This design comes from an exercise in tuning for small area on the open sky130 flow, not from production work.
Function was checked by simulation only, so behaviour that the tests miss may differ from the original.
Power and IR drop assume default switching activity.

== run a ==
Design riscv32i_cpu, start of the top module:
module riscv32i_cpu (
    input         clk, reset,
    input         Stall,
    input  [31:0] Instr,
    input         Ext_MemWrite,
    input  [31:0] Ext_WriteData, Ext_DataAdr,
    output        MemWrite,
    output [31:0] WriteData, DataAdr, ReadData,
    output [31:0] PC, Result
);
Size in the first run: about 260 I/O pins, roughly 120000 um^2 of cells after synthesis.
==> flow/config.mk <==
export PLATFORM = sky130hd
export DESIGN_NAME = riscv32i_cpu
export DESIGN_NICKNAME = riscv32i_cpu
export VERILOG_FILES = /design/flow/design.v
export SDC_FILE = /design/flow/constraint.sdc
export NUM_CORES = 4
export LEC_CHECK = 0
export CAP_MARGIN = 20
export CORE_MARGIN = 2
export CORE_UTILIZATION = 58
export PLACE_DENSITY = 0.68
export SETUP_SLACK_MARGIN = 0.8
export SLEW_MARGIN = 20
export SYNTH_HIERARCHICAL = 1
==> flow/constraint.sdc <==
create_clock -name core_clock -period 15.0 [get_ports {clk}]
set_input_delay 3.0000 -clock core_clock [delete_from_list [all_inputs] [get_ports {clk}]]
set_output_delay 3.0000 -clock core_clock [all_outputs]
set_load 0.01 [all_outputs]
standard.sh (not shown) runs the stock make flow with config.mk's settings and CLKGATE_MAP_FILE= SYNTH_SCRIPT=/design/flow/synth_recipe.tcl, a recipe that flattens the netlist after the stock synthesis.
==> flow/flow/run.sh <==
#!/bin/bash
# Own layout flow: the standard ORFS flow (standard.sh), with
#  - clock tree synthesis without dummy loads, clkbuf_16 leaf clusters of up to 22 sinks
#    within 70 um,
#  - port buffers of buf_2 instead of the default delay buffer (which repair can then
#    only resize to other delay cells),
# ORFS writes each step's full log under orfs/logs/; make's own output goes to flow.log.
set -euo pipefail
export CTS_ARGS="-sink_clustering_enable -repair_clock_nets -dont_use_dummy_load -buf_list sky130_fd_sc_hd__clkbuf_16 -sink_clustering_size 22 -sink_clustering_max_diameter 70"
export BUFFER_PORTS_ARGS="-buffer_cell sky130_fd_sc_hd__buf_2"
bash standard.sh > flow.log 2>&1
--- input diff run a..run b ---
- changing SETUP_SLACK_MARGIN from 0.8 to 1.0
[summary]
As far as buffer levels on the longest clock path goes, run a and run b are indistinguishable; the numbers are identical. The wire length after detailed routing in run b was higher than what run a gave. Run b ended with less hold slack than run a.

---

v6:
riscv32i_cpu, a different RTL version from the one above (not shown whole).
For scale: about 120000 um^2 of cells after synthesis.
==> flow/design.v (excerpt) <==
module riscv32i_cpu (
    input         clk, reset,
    input         Stall,
    input  [31:0] Instr,
    input         Ext_MemWrite,
    input  [31:0] Ext_WriteData, Ext_DataAdr,
    output        MemWrite,
    output [31:0] WriteData, DataAdr, ReadData,
    output [31:0] PC, Result
);
export LEC_CHECK = 0
export CAP_MARGIN = 20
export CORE_MARGIN = 2
export CORE_UTILIZATION = 58
export PLACE_DENSITY = 0.68
export SETUP_SLACK_MARGIN = 0.5
export SLEW_MARGIN = 20
export SYNTH_HIERARCHICAL = 1
create_clock -name core_clock -period 15.0 [get_ports {clk}]
==> flow/flow/run.sh <==
#!/bin/bash
# Own layout flow: the standard ORFS flow (standard.sh), with
#  - clock tree synthesis without dummy loads, clkbuf_8 leaf clusters of up to 12 sinks
#    within 45 um,
#  - port buffers of buf_2 instead of the default delay buffer (which repair can then
#    only resize to other delay cells),
#  - power recovery after global routing (downsizes gates off the critical paths).
# ORFS writes each step's full log under orfs/logs/; make's own output goes to flow.log.
set -euo pipefail
export CTS_ARGS="-sink_clustering_enable -repair_clock_nets -dont_use_dummy_load -buf_list sky130_fd_sc_hd__clkbuf_8 -sink_clustering_size 12 -sink_clustering_max_diameter 45"
export BUFFER_PORTS_ARGS="-buffer_cell sky130_fd_sc_hd__buf_2"
export RECOVER_POWER=100
bash standard.sh > flow.log 2>&1
The final report for v6 shows a completed flow and a layout that fails verification, specifically capacitance limit, slew limit, setup timing.
--- input diff v6..v7 ---
- putting CTS_BUF_LIST at sky130_fd_sc_hd__clkbuf_16 where nothing was set
- putting CTS_CLUSTER_SIZE at 22 where nothing was set
- putting CTS_CLUSTER_DIAMETER at 70 where nothing was set
==> flow/run.sh (new file) <==
#!/bin/bash
# synth_recipe.tcl (not shown) runs the flow's synth.tcl, then flattens the netlist and writes it again
# the make line also repeats each setting of config.mk as NAME=value (left out here)
make -C /OpenROAD-flow-scripts/flow DESIGN_CONFIG=/design/flow/config.mk WORK_HOME=/design/flow/orfs CLKGATE_MAP_FILE= SYNTH_SCRIPT=/design/flow/synth_recipe.tcl finish
removed: flow/flow/run.sh
removed: flow/standard.sh
v7 against v6: final clock period utilization by the worst path down 2.2 points, non-clock buffer area fraction after layout up 3.1 points. v7: full flow OK, the timing, design-rule and antenna checks passed. Re proportion of power drawn by flip-flops and latches: v6 was higher than v7. Summary of the comparison: proportion of power drawn by the clock network is higher in v7, relative to v6.

[static timing again, ports no longer ideal]
No port has a modelled driver above. Below, the same layouts with a new extraction and two added sets of constraints. Step 1 (the two cells are an assumption about what drives the block):
set clk [get_ports {clk}]
set_driving_cell -lib_cell sky130_fd_sc_hd__clkbuf_16 $clk
set_driving_cell -lib_cell sky130_fd_sc_hd__buf_2 [delete_from_list [all_inputs] $clk]
Step 2 also shifts input and output timing later by t, the mid clock arrival at the registers, as if the neighbouring blocks saw the same clock. Three values: ideal, step 1, step 2; two values: the first two.
| run | t, ns | setup slack, ns | latest minus earliest clock arrival (ns) | pins driven straight from the clock port |
|---|---|---|---|---|
| run a | 0.938 | 0.427 / 0.381 / 0.381 | 0.107 / 0.107 | 1 |
| run b | 0.955 | 0.573 / 0.490 / 0.490 | 0.090 / 0.091 | 1 |
| v6 | 1.179 | -0.150 / -0.225 / -0.225 | 0.159 / 0.159 | 1 |
| v7 | 0.958 | 0.175 / 0.144 / 0.144 | 0.050 / 0.050 | 1 |
For run b, which loses most, drivers alone change the setup slack by -0.083 ns; drivers and shift together by -0.083 ns.
